Source: an optimization exercise on an open RTL-to-GDS flow (aim: small area and a short achievable clock period). Production flows keep margins and buffers that such runs may drop.
In this exercise RTL edits were held to simulation tests only and were not proved equivalent to the original.

**design/flow/design.v**
```verilog
module DECOODER 
  (
  input wire [3:0] alu_fun ,
  output reg arith_enable , logic_enable , shift_enable , cmp_enable 
  );
always @ (*)
      begin
          casex (alu_fun)
            4'b00xx :      
            begin
              arith_enable =1'b1;
              logic_enable =1'b0;
              shift_enable =1'b0;
              cmp_enable =1'b0;
            end
            4'b01xx :    
            begin
              arith_enable =1'b0;
              logic_enable =1'b1;
              shift_enable =1'b0;
              cmp_enable =1'b0;
            end
            4'b10xx:     
            begin
              arith_enable =1'b0;
              logic_enable =1'b0;
              shift_enable =1'b0;
              cmp_enable =1'b1;
            end
             4'b11xx:      
            begin
              arith_enable =1'b0;
              logic_enable =1'b0;
              shift_enable =1'b1;
              cmp_enable =1'b0;
            end
           default :
                begin
                  arith_enable =1'b0;
                  logic_enable =1'b0;
                  shift_enable =1'b0;
                  cmp_enable =1'b0;
                end
          endcase
        end
      endmodule          
module ARITHMETIC_UNIT #(parameter width = 32)
  (
  input wire [width-17:0] a, b ,
  input wire [3:0] alu_fun ,
  input wire clk , arith_enable , rst ,
  output reg [width-1:0] arith_out ,
  output reg arith_flag , carry_out
  );
  always @ (posedge clk or negedge rst )
  if (!rst)
    begin
    arith_out <=1'b0;
    carry_out <= 1'b0;
    arith_flag <=1'b0;
    end
  else
    begin
      if (arith_enable)
        begin
        casex (alu_fun)
        4'bxx00 : 
        begin
        {carry_out , arith_out } <= a + b ;
        arith_flag <= 1'b1;
        end
        4'bxx01: 
        begin
        {carry_out , arith_out } <= a - b ;
        arith_flag <= 1'b1;
        end
        4'bxx10 : 
        begin
        {carry_out , arith_out } <= a * b ;
        arith_flag <= 1'b1;
        end
        4'bxx11 : 
        begin
        if (b == 0)
          {carry_out , arith_out } <= 33'h0_0000_FFFF ;  
        else
          {carry_out , arith_out } <= a / b ;
        arith_flag <= 1'b1;
        end
        default :
        begin 
          arith_out <= 1'b0;
          arith_flag <= 1'b0;
          carry_out<= 1'b0;
        end
      endcase
    end
    else
      begin
      arith_flag <= 1'b0;
      arith_out <='b0;
      carry_out <= 1'b0;
    end
  end 
  endmodule
module LOGIC_UNIT #(parameter width = 16)
  (
  input wire [width-1:0] a, b ,
  input wire [3:0] alu_fun ,
  input wire clk , logic_enable , rst ,
  output reg [width-1:0] logic_out ,
  output reg logic_flag
  );
  always @ (posedge clk or negedge rst )
  if (!rst)
    begin
    logic_out <='b0;
    logic_flag <=1'b0;
    end
    else
    begin
      if (logic_enable)
        begin
        casex (alu_fun)
        'bxx00 : 
        begin
        logic_out <= a & b ;
        logic_flag <=1'b1;
        end
        'bxx01 : 
        begin
        logic_out <= a | b ;
        logic_flag <=1'b1;
        end
        'bxx10 : 
        begin
        logic_out <= ~(a & b) ;
        logic_flag <=1'b1;
        end
        'bxx11 : 
        begin
        logic_out <= ~(a | b) ;
        logic_flag <=1'b1;
        end
        default :
        begin 
          logic_out <= 'b0;
          logic_flag <= 1'b0;
        end
      endcase
    end
    else
      begin
      logic_out <='b0;
      logic_flag<= 1'b0;
    end
  end 
  endmodule
module CMP_UNIT #(parameter width = 16)
  (
  input wire [width-1:0] a, b ,
  input wire [3:0] alu_fun ,
  input wire clk , cmp_enable , rst ,
  output reg [width-1:0] cmp_out ,
  output reg cmp_flag
  );
  always @ (posedge clk or negedge rst )
  if (!rst)
    begin
    cmp_out <='b0;
    cmp_flag <=1'b0;
    end
    else
    begin
      if (cmp_enable)
        begin
          casex (alu_fun)
            'bxx00 :      
            begin
              cmp_out <= 'b0;
              cmp_flag <= 1'b1;
            end 
             'bxx01 :    
              begin
                if (a==b)
                  begin
                    cmp_out <= 'b1;
                    cmp_flag <= 1'b1;
                  end
                else
                  begin
                    cmp_out <= 'b0;
                    cmp_flag <= 1'b0;
                  end
                end
              'bxx10 :  
              begin
                if(a>b)
                  begin
                    cmp_out <= 'b1;
                    cmp_flag <= 1'b1;
                  end
                else
                  begin
                    cmp_out <= 'b0;
                    cmp_flag <= 1'b0;
                  end
                end
                'bxx11 :  
                begin
                  if(a<b)
                    begin
                      cmp_out <= 'b1;
                      cmp_flag <= 1'b1;
                    end
                  else
                    begin
                      cmp_out <= 'b0;
                      cmp_flag <= 1'b0;
                    end
                  end
                default :
                begin
                  cmp_out <= 'b0;
                  cmp_flag <= 1'b0;
                end
              endcase
            end
          else
            begin
              cmp_flag <= 1'b0;
              cmp_out <='b0;
            end
          end
          endmodule
module SHIFT_UNIT #(parameter width = 16)
  (
  input wire [width-1:0] a, b ,
  input wire [3:0] alu_fun ,
  input wire clk , shift_enable , rst ,
  output reg [width-1:0] shift_out ,
  output reg shift_flag
  );
  always @ (posedge clk or negedge rst )
  if (!rst)
    begin
    shift_out <='b0;
    shift_flag <=1'b0;
    end
    else
    begin
      if (shift_enable)
        begin
          casex (alu_fun)
            'bxx00 :      
            begin
              shift_out <=  a>>1;
              shift_flag <= 1'b1;
            end 
            'bxx01 :    
            begin
              shift_out <=  a<<1;
              shift_flag <= 1'b1;
            end
            'bxx10:     
            begin
              shift_out <=  b>>1;
              shift_flag <= 1'b1;
            end
            'bxx11:      
            begin
              shift_out <=  b<<1;
              shift_flag <= 1'b1;
            end
          endcase
        end
      else
        begin
          shift_out <=  'b0;
          shift_flag <= 1'b0;
        end
      end
      endmodule          
module ALU_TOP #(parameter width = 32)
  (
  input wire [width-17:0] A ,B,
  input wire [3:0] ALU_FUN,
  input wire CLK,
  input wire RST,
  output wire [width-1:0] ARITH_OUT , 
  output wire [width-17:0] LOGIC_OUT ,CMP_OUT ,SHIFT_OUT ,
  output wire CMP_FLAG ,CARRY_OUT ,LOGIC_FLAG ,SHIFT_FLAG , ARITH_FLAG
  );
  wire ARITH_ENABLE , CMP_ENABLE , SHIFT_ENABLE ,LOGIC_ENABLE ;
      DECOODER  U_decoder(
      .alu_fun(ALU_FUN),
      .arith_enable(ARITH_ENABLE),
      .cmp_enable(CMP_ENABLE),
      .shift_enable(SHIFT_ENABLE),
      .logic_enable(LOGIC_ENABLE)
      );
       ARITHMETIC_UNIT U_arithmetic (
       .a(A),
       .b(B),
       .rst(RST),
       .clk(CLK),
       .alu_fun(ALU_FUN),
       .arith_enable(ARITH_ENABLE),
       .arith_out(ARITH_OUT),
       .carry_out(CARRY_OUT),
       .arith_flag(ARITH_FLAG)
       );
       LOGIC_UNIT U_logic (
       .a(A),
       .b(B),
       .clk(CLK),
       .rst(RST),
       .alu_fun(ALU_FUN),
       .logic_flag(LOGIC_FLAG),
       .logic_out(LOGIC_OUT),
       .logic_enable(LOGIC_ENABLE)
       );
       CMP_UNIT U_cmp (
       .a(A),
       .b(B),
       .rst(RST),
       .clk(CLK),
       .alu_fun(ALU_FUN),
       .cmp_enable(CMP_ENABLE),
       .cmp_flag(CMP_FLAG),
       .cmp_out(CMP_OUT)
       );
       SHIFT_UNIT U_shift (
       .a(A),
       .b(B),
       .rst(RST),
       .clk(CLK),
       .alu_fun(ALU_FUN),
       .shift_enable(SHIFT_ENABLE),
       .shift_flag(SHIFT_FLAG),
       .shift_out(SHIFT_OUT)
       );
     endmodule
```
**design/flow/run.sh**
```bash
#!/bin/bash
# synth_recipe.tcl (not shown) runs the flow's synth.tcl, then flattens the netlist and writes it again
# the make line also repeats each setting of config.mk as NAME=value (left out here)
make -C /OpenROAD-flow-scripts/flow DESIGN_CONFIG=/design/flow/config.mk WORK_HOME=/design/flow/orfs CLKGATE_MAP_FILE= SYNTH_SCRIPT=/design/flow/synth_recipe.tcl finish
```
**design/flow/config.mk**
```make
export PLATFORM = sky130hd
export DESIGN_NAME = ALU_TOP
export DESIGN_NICKNAME = ALU_TOP
export VERILOG_FILES = /design/flow/design.v
export SDC_FILE = /design/flow/constraint.sdc
export NUM_CORES = 4
export LEC_CHECK = 0
export CAP_MARGIN = 20
export CORE_MARGIN = 2
export CORE_UTILIZATION = 40
export SLEW_MARGIN = 20
```
**design/flow/constraint.sdc**
```tcl
create_clock -name core_clock -period 130.0 [get_ports {CLK}]
set_input_delay 26.0000 -clock core_clock [delete_from_list [all_inputs] [get_ports {CLK}]]
set_output_delay 26.0000 -clock core_clock [all_outputs]
set_load 0.01 [all_outputs]
```
==> out/metrics.cfg, run 1 <==
[worst_setup_path]
cp_max_fo=32
end_kind=flip-flop
slowest_delay_ns=0.53
start_kind=input pin
crit_slowest_cell=a2111oi_1
crit_type=in -> reg
worst-endpoint-required_ns=130.26
path_common_cell=o21a_1
cp.arrival_ns=122.82

[clock_network]
cts_num_sinks=70
h-tree-depth=3
clock-root-buffer=clkbuf_16
cts_tree=yes
cts_buffers=9
clock_path_buffers=2
ctsHoldBuffers=0
clk_pin_slew_ns=0.07

[floorplan]
start_util=0.402
row_count=111
die_x_um=307
die_area_um2=94200
fp.dieH_um=307
core_um2=91200
io_pins=123

[route]
first_pass_iters=6
wl_um=131000
drc=0
avgRoutedWirePerCell_um=21.3
vias=37100
ant_nets=0
vias_per_cell=6.06
dr.first_iter.drc_count=3250

[place]
gp_congestion=0.966
hpwl_um=101000
post_dp_cell_area_um2=39100
port_buffers=107
dp_slack_ns=1.75

[cells_and_area]
postLayoutCellArea_um2=39800
final_cell_mix=ha_1 (563), nor2_1 (522), nand2_1 (449)
area_growth_pct=8.57
postLayoutCoreUtil=0.437
multi_input_area_um2=33200
ff_latch_area_um2=1750
n_antenna_cell=0
fin_nets=5727
nFillCells=9373
layout_commonest_cell=ha_1
layout-drive-gt1-share=0.0849

[sta]
slew_headroom=0.195
finalMaxSlewViolations=0
finalCritPeriodShare=0.943
final-hold-violation-count=0
final-setup-viol-count=0
timing.hold.ws_ns=25.55
max_freq_ghz=0.00816
worst_pin_slew_ns=1.20
fin_crit_ns=122.57
setup_slack_ns=7.43

[run]
cap_violations=0

[synth]
async_flop_share=1.00
synth_cell_types=122
avgSynthCellArea_um2=7.53
yosysWarnings=5
syn_inst=4873
synth-main-ff-cell=dfrtp_1
ys_seq_area_frac=0.0477
synth_seq_cells=70
synth-edff-count=0
synth.cell_area_um2=36700

[global_routing]
grt_use_total=0.271
grt_max_degree=50
grt_pass1_wl_um=202000
antenna_found_initial=0
grt_pass1_vias=34800
gr-total-overflow=0

[outcome]
status=complete, no violations

[hold_path]
hold_path_class=in -> async

## cells in the mapped netlist, drive strengths merged (41+ instances only)
cell    count  area [um^2]
mux2       98         1110
nand2     454         1710
nor3      255         1340
inv       333         1250
nor4       47          379
nand3     101          505
xnor2     168         1470
o211ai     41          313
o21a      217         1630
nor2      525         1980
ha        563         7040
a21oi     312         1600
mux2i      48          497
nand2b     48          300
buf        58          360
o31ai     112          846
nor2b      61          382
o21ai     195          983
xor2       78          683
clkbuf    136          510
or2        55          344
fa        196         3920
a21o      102          766
dfrtp      70         1750
or3        45          282
nand4      56          363
## layer usage
layer	GRT usage	wire [um]	up-vias
met4	0.0691	3280	0
met2	0.414	55300	1377
met3	0.0394	10600	173
li1	-	-	17800
met1	0.395	61500	17700
met5	0	0	-
## area by class of cell
| type | instances | area share |
|---|---|---|
| clock buffer | 9 | 0.00565 |
| clock inverter | 7 | 0.00173 |
| inverter | 337 | 0.0317 |
| multi-input combinational | 4306 | 0.834 |
| sequential | 70 | 0.0440 |
| tap | 1186 | 0.0372 |
| timing repair buffer | 206 | 0.0455 |
## registers in the layout (all words and copies together) (netlist names)
name and flops:
U_arithmetic.arith_flag 1, U_arithmetic.arith_out 32, U_arithmetic.carry_out 1, U_cmp.cmp_flag 1, U_cmp.cmp_out 1, U_logic.logic_flag 1
U_logic.logic_out 16, U_shift.shift_flag 1, U_shift.shift_out 16
## kinds of logic after synthesis
kind of cell	after synthesis	synth area share
fa+ha+maj	760	0.299
compound gates	1313	0.247
flops	70	0.0477
buf+inv	531	0.0582
mux	160	0.0523
other cells	1	0.000102
simple gates	1792	0.237
xor+xnor	246	0.0587
## per-stage QoR
stage	std cells	setup TNS [ns]
after floorplan	4904	0
after global placement	6084	0
after detailed placement	6084	0
after CTS	6100	0
after global routing	6121	-0.0906
final	6121	0
## repair_timing
action / CTS / global route
buffers inserted: 0 / 17
resized for setup: 0 / 53
endpoints found under the setup margin: 0 / 2
## worst paths after layout
kind                       slack [ns]                              endpoint       start  depth (start not counted)
max                              7.43   U_arithmetic.arith_out[0]$_DFF_PN0_        B[0]                        446
min                             25.55  U_arithmetic.arith_out[23]$_DFF_PN0_         RST                          1
max in group asynchronous      103.43        U_shift.shift_out[3]$_DFF_PN0_         RST                          2
min in group core_clock         26.23  U_arithmetic.arith_out[10]$_DFF_PN0_  ALU_FUN[0]                          3
## worst max-delay path: cells and delay by family
family,cells,cell delay [ns]
AOI/OAI and AO/OA,275,58.27
and+or+nand+nor,97,19.22
adders and majority gates,32,10.01
buffers and inverters,27,4.51
muxes,14,4.30
xor gates and xnor gates,1,0.16
==> run 2: changes to the inputs <==
==> design/flow/design.v (replaced) <==
module ALU_TOP (
  input  wire [15:0] A, B,
  input  wire [3:0]  ALU_FUN,
  input  wire        CLK,
  input  wire        RST,
  output reg  [31:0] ARITH_OUT,
  output reg  [15:0] LOGIC_OUT,
  output wire [15:0] CMP_OUT,
  output reg  [15:0] SHIFT_OUT,
  output reg         CMP_FLAG, CARRY_OUT, LOGIC_FLAG, SHIFT_FLAG, ARITH_FLAG
);
  wire [1:0] unit = ALU_FUN[3:2];
  wire [1:0] op   = ALU_FUN[1:0];
  wire        sub = unit[1] | op[0];
  wire [16:0] s   = {1'b0, A} + {1'b0, B ^ {16{sub}}} + sub;
  wire        c16 = s[16];
  wire        eq  = (A == B);
  wire        lt  = ~c16;
  wire        gt  = c16 & ~eq;
  wire [31:0] prod = A * B;
  wire [15:0] q;
  wire [15:0] r [0:16];
  assign r[0] = 16'd0;
  genvar k;
  generate
    for (k = 1; k <= 16; k = k + 1) begin : div_row
      wire [k-1:0] x = (k == 1) ? A[16-k] : {r[k-1][k-2:0], A[16-k]};
      wire hiz;
      if (k == 16) begin : top
        assign hiz = 1'b1;
      end else begin : nt
        assign hiz = ~|B[15:k];
      end
      wire [k:0] d = {1'b0, x} - {1'b0, B[k-1:0]};
      assign q[16-k] = hiz & ~d[k];
      if (k < 16) begin : rr
        assign r[k] = {{(16-k){1'b0}}, (q[16-k] ? d[k-1:0] : x)};
      end
    end
  endgenerate
  reg [32:0] arith;
  always @* begin
    case (op)
      2'b00: arith = {16'd0, s};
      2'b01: arith = {{16{~c16}}, s[16:0] ^ 17'h10000} ;
      2'b10: arith = {1'b0, prod};
      default: arith = {17'd0, q};
    endcase
  end
  reg [15:0] logic_r;
  always @* begin
    case (op)
      2'b00: logic_r = A & B;
      2'b01: logic_r = A | B;
      2'b10: logic_r = ~(A & B);
      default: logic_r = ~(A | B);
    endcase
  end
  reg cmp_r;
  always @* begin
    case (op)
      2'b00: cmp_r = 1'b0;
      2'b01: cmp_r = eq;
      2'b10: cmp_r = gt;
      default: cmp_r = lt;
    endcase
  end
  reg [15:0] shift_r;
  always @* begin
    case (op)
      2'b00: shift_r = {1'b0, A[15:1]};
      2'b01: shift_r = {A[14:0], 1'b0};
      2'b10: shift_r = {1'b0, B[15:1]};
      default: shift_r = {B[14:0], 1'b0};
    endcase
  end
  reg cmp_bit;
  assign CMP_OUT = {15'd0, cmp_bit};
  always @(posedge CLK or negedge RST) begin
    if (!RST) begin
      {CARRY_OUT, ARITH_OUT} <= 33'd0;
      ARITH_FLAG <= 1'b0;
      LOGIC_OUT  <= 16'd0;
      LOGIC_FLAG <= 1'b0;
      cmp_bit    <= 1'b0;
      CMP_FLAG   <= 1'b0;
      SHIFT_OUT  <= 16'd0;
      SHIFT_FLAG <= 1'b0;
    end else begin
      {CARRY_OUT, ARITH_OUT} <= (unit == 2'b00) ? arith : 33'd0;
      ARITH_FLAG <= (unit == 2'b00);
      LOGIC_OUT  <= (unit == 2'b01) ? logic_r : 16'd0;
      LOGIC_FLAG <= (unit == 2'b01);
      cmp_bit    <= (unit == 2'b10) & cmp_r;
      CMP_FLAG   <= (unit == 2'b10) & (cmp_r | (op == 2'b00));
      SHIFT_OUT  <= (unit == 2'b11) ? shift_r : 16'd0;
      SHIFT_FLAG <= (unit == 2'b11);
    end
  end
endmodule
==> run 2 against run 1 <==
First-iteration DRC count down 49%. Sequential share of layout area up 3.4 points. Non-clock buffer count shrank 47. Sequential cell count stayed put. Die area fell by 45%. Utilization rose by 1.0 points. Critical path depth decreased by 332. Critical path type unchanged. Critical endpoint is now ARITH_OUT[0]$_DFF_PN0_.
==> out/metrics.cfg, run 2 <==
[outcome]
status=complete, no violations

[place]
post_dp_cell_area_um2=22000  ; -44%
hpwl_um=53100  ; -47%
gp_congestion=0.944  ; -2.2%
placedCellCount=3185  ; -48%
port_buffers=107  ; unchanged

[synth]
synth-edff-count=0  ; unchanged
synth_top_area_frac=0.208  ; +0.0157
netlist_top_cells_count=inv_1 (314), ha_1 (301), nor2_1 (266), nand2_1 (245), fa_1 (209)
avgSynthCellArea_um2=8.24  ; +9.4%
ys_seq_area_frac=0.0869  ; +0.0392
synth_seq_cells=70  ; unchanged
yosysWarnings=1  ; -4
synth-main-ff-cell=dfrtp_1
async_flop_share=1.00  ; unchanged
syn_inst=2447  ; -50%
yosysTopAreaCell=fa_1
synth.most_common_cell=inv_1
synth_cell_types=88  ; -28%
ys_top_cells_by_area=fa_1 (21%), ha_1 (19%), dfrtp_1 (8.7%)
synth.cell_area_um2=20200  ; -45%

[floorplan]
fp.dieH_um=228  ; -26%
core_um2=50000  ; -45%
io_pins=123  ; unchanged
row_count=82  ; -26%
die_x_um=228  ; -26%
die_area_um2=52200  ; -45%
start_util=0.403  ; +0.00116

[hold_path]
hold_path_class=in -> async

[worst_setup_path]
start_kind=input pin
crit_slowest_cell=nor2_1
slowest_delay_ns=0.85  ; +0.32 ns
crit_type=in -> reg
path_common_cell=ha_1
cp_num_buf_inv=8  ; -70%
cp_max_fo=24  ; -25%
cp.arrival_ns=55.89  ; -66.93 ns
end_kind=flip-flop
worst-endpoint-required_ns=130.26  ; about the same
critPathTopFamily=compound AO/OA/AOI/OAI gates

[global_routing]
grt_pass1_wl_um=107000  ; -47%
grt_pass1_vias=18300  ; -47%
grt_max_degree=50  ; unchanged
gr-total-overflow=0  ; unchanged
grt_use_total=0.265  ; -0.00589
antenna_found_initial=3  ; +3

[cells_and_area]
fin_nets=3072  ; -46%
layout_commonest_cell=inv_1
n_antenna_cell=0  ; unchanged
layout-drive-gt1-share=0.0577  ; -0.0272
postLayoutCoreUtil=0.447  ; +0.0104
final_cell_mix=inv_1 (314), ha_1 (301), nor2_1 (266)
area_growth_pct=10.8
postLayoutCellArea_um2=22300  ; -44%
largest_register_ff_count=32  ; unchanged
final_cells=3201  ; -48%

[sta]
finalMaxSlewViolations=0  ; unchanged
slew_headroom=0.225  ; +0.0301
worst_pin_slew_ns=1.16  ; -0.0420 ns
grt_setup_unrepaired=no
timing.hold.ws_ns=25.51  ; -0.0359 ns
timing.setup.tns_ns=0  ; unchanged
fin_crit_ns=55.63  ; -66.93 ns
finalCritPeriodShare=0.428  ; -0.515
final-hold-violation-count=0  ; unchanged
final-setup-viol-count=0  ; unchanged
max_freq_ghz=0.0180  ; +120%

[route]
avgRoutedWirePerCell_um=21.6  ; +1.4%
wl_met3_um=5560  ; -47%
ant_nets=0  ; unchanged
first_pass_iters=6  ; unchanged
wirelength_met1_um=29100  ; -53%
dr.first_iter.drc_count=1658  ; -49%
met2WireLength_um=31700  ; -43%
vias_per_cell=5.70  ; -5.8%
wl_um=69200  ; -47%
drc=0  ; unchanged
vias=18300  ; -51%
highest_layer=met5

[run]
cap_violations=0  ; unchanged

[clock_network]
h-tree-depth=3  ; unchanged
cts_num_sinks=70  ; unchanged
cts_tree=yes
ctsHoldBuffers=0  ; unchanged
cts_buffers=9  ; unchanged
cts-resized-gates=0  ; unchanged
clk_pin_slew_ns=0.07  ; about the same
clock_path_buffers=2  ; unchanged
cts_setup_buffers=0  ; unchanged
clock-root-buffer=clkbuf_16

## run 2: kinds of logic after synthesis
group | count (synthesis) | synth area share
fa+ha+maj | 510 | 0.394
buf+inv | 427 | 0.0845
simple gates | 763 | 0.173
compound gates | 476 | 0.160
mux | 61 | 0.0401
xor+xnor | 139 | 0.0604
flops | 70 | 0.0869
other cells | 1 | 0.000186
## run 2: path summary, 6_finish.rpt
kind / to / cells past startpoint / slack (ns) / startpoint
worst max-delay path: ARITH_OUT[0]$_DFF_PN0_ / 114 / 74.37 / B[15]
worst min-delay path: ARITH_OUT[25]$_DFF_PN0_ / 1 / 25.51 / RST
max in group asynchronous: ARITH_OUT[10]$_DFF_PN0_ / 2 / 103.50 / RST
min in group core_clock: ARITH_OUT[1]$_DFF_PN0_ / 2 / 26.09 / ALU_FUN[1]
## run 2: per-stage QoR
stage | setup WS (ns)
after floorplan | 78.89
after global placement | 75.17
after detailed placement | 74.43
after CTS | 74.70
after global routing | 72.15
final | 74.37
## run 2: routing by layer
layer	vias up	GRT usage
met3	160	0.0407
met5	-	0
li1	8377	-
met2	803	0.436
met1	8909	0.347
met4	4	0.108
## run 2: area by class of cell
cell class / instances / area [um^2]
Fill cell: 4948 / 27600
Multi-Input combinational cell: 1964 / 16800
Sequential cell: 70 / 1750
Timing Repair Buffer: 159 / 1450
Inverter: 320 / 1200
Tap cell: 672 / 841
Clock buffer: 11 / 243
Clock inverter: 5 / 82.6

==> static timing again, ports no longer ideal <==
No port has a modelled driver above. Below, the same layouts with a new extraction and two added sets of constraints.
Step 1 (the two cells are an assumption about what drives the block):
set clk [get_ports {CLK}]
set_driving_cell -lib_cell sky130_fd_sc_hd__clkbuf_16 $clk
set_driving_cell -lib_cell sky130_fd_sc_hd__buf_2 [delete_from_list [all_inputs] $clk]
Step 2 also shifts input and output timing later by t, the mid clock arrival at the registers, as if the neighbouring blocks saw the same clock.
Three values: ideal, step 1, step 2; two values: the first two.
run	t (ns)	setup slack, ns	cell pins on the clock port's net
run 1	0.436	7.434 / 7.460 / 7.023	1
run 2	0.428	74.368 / 74.389 / 73.961	1
After both steps setup and hold are still met in every run listed. For run 1, which loses most, drivers alone change the setup slack by +0.026 ns; drivers and shift together by -0.411 ns.
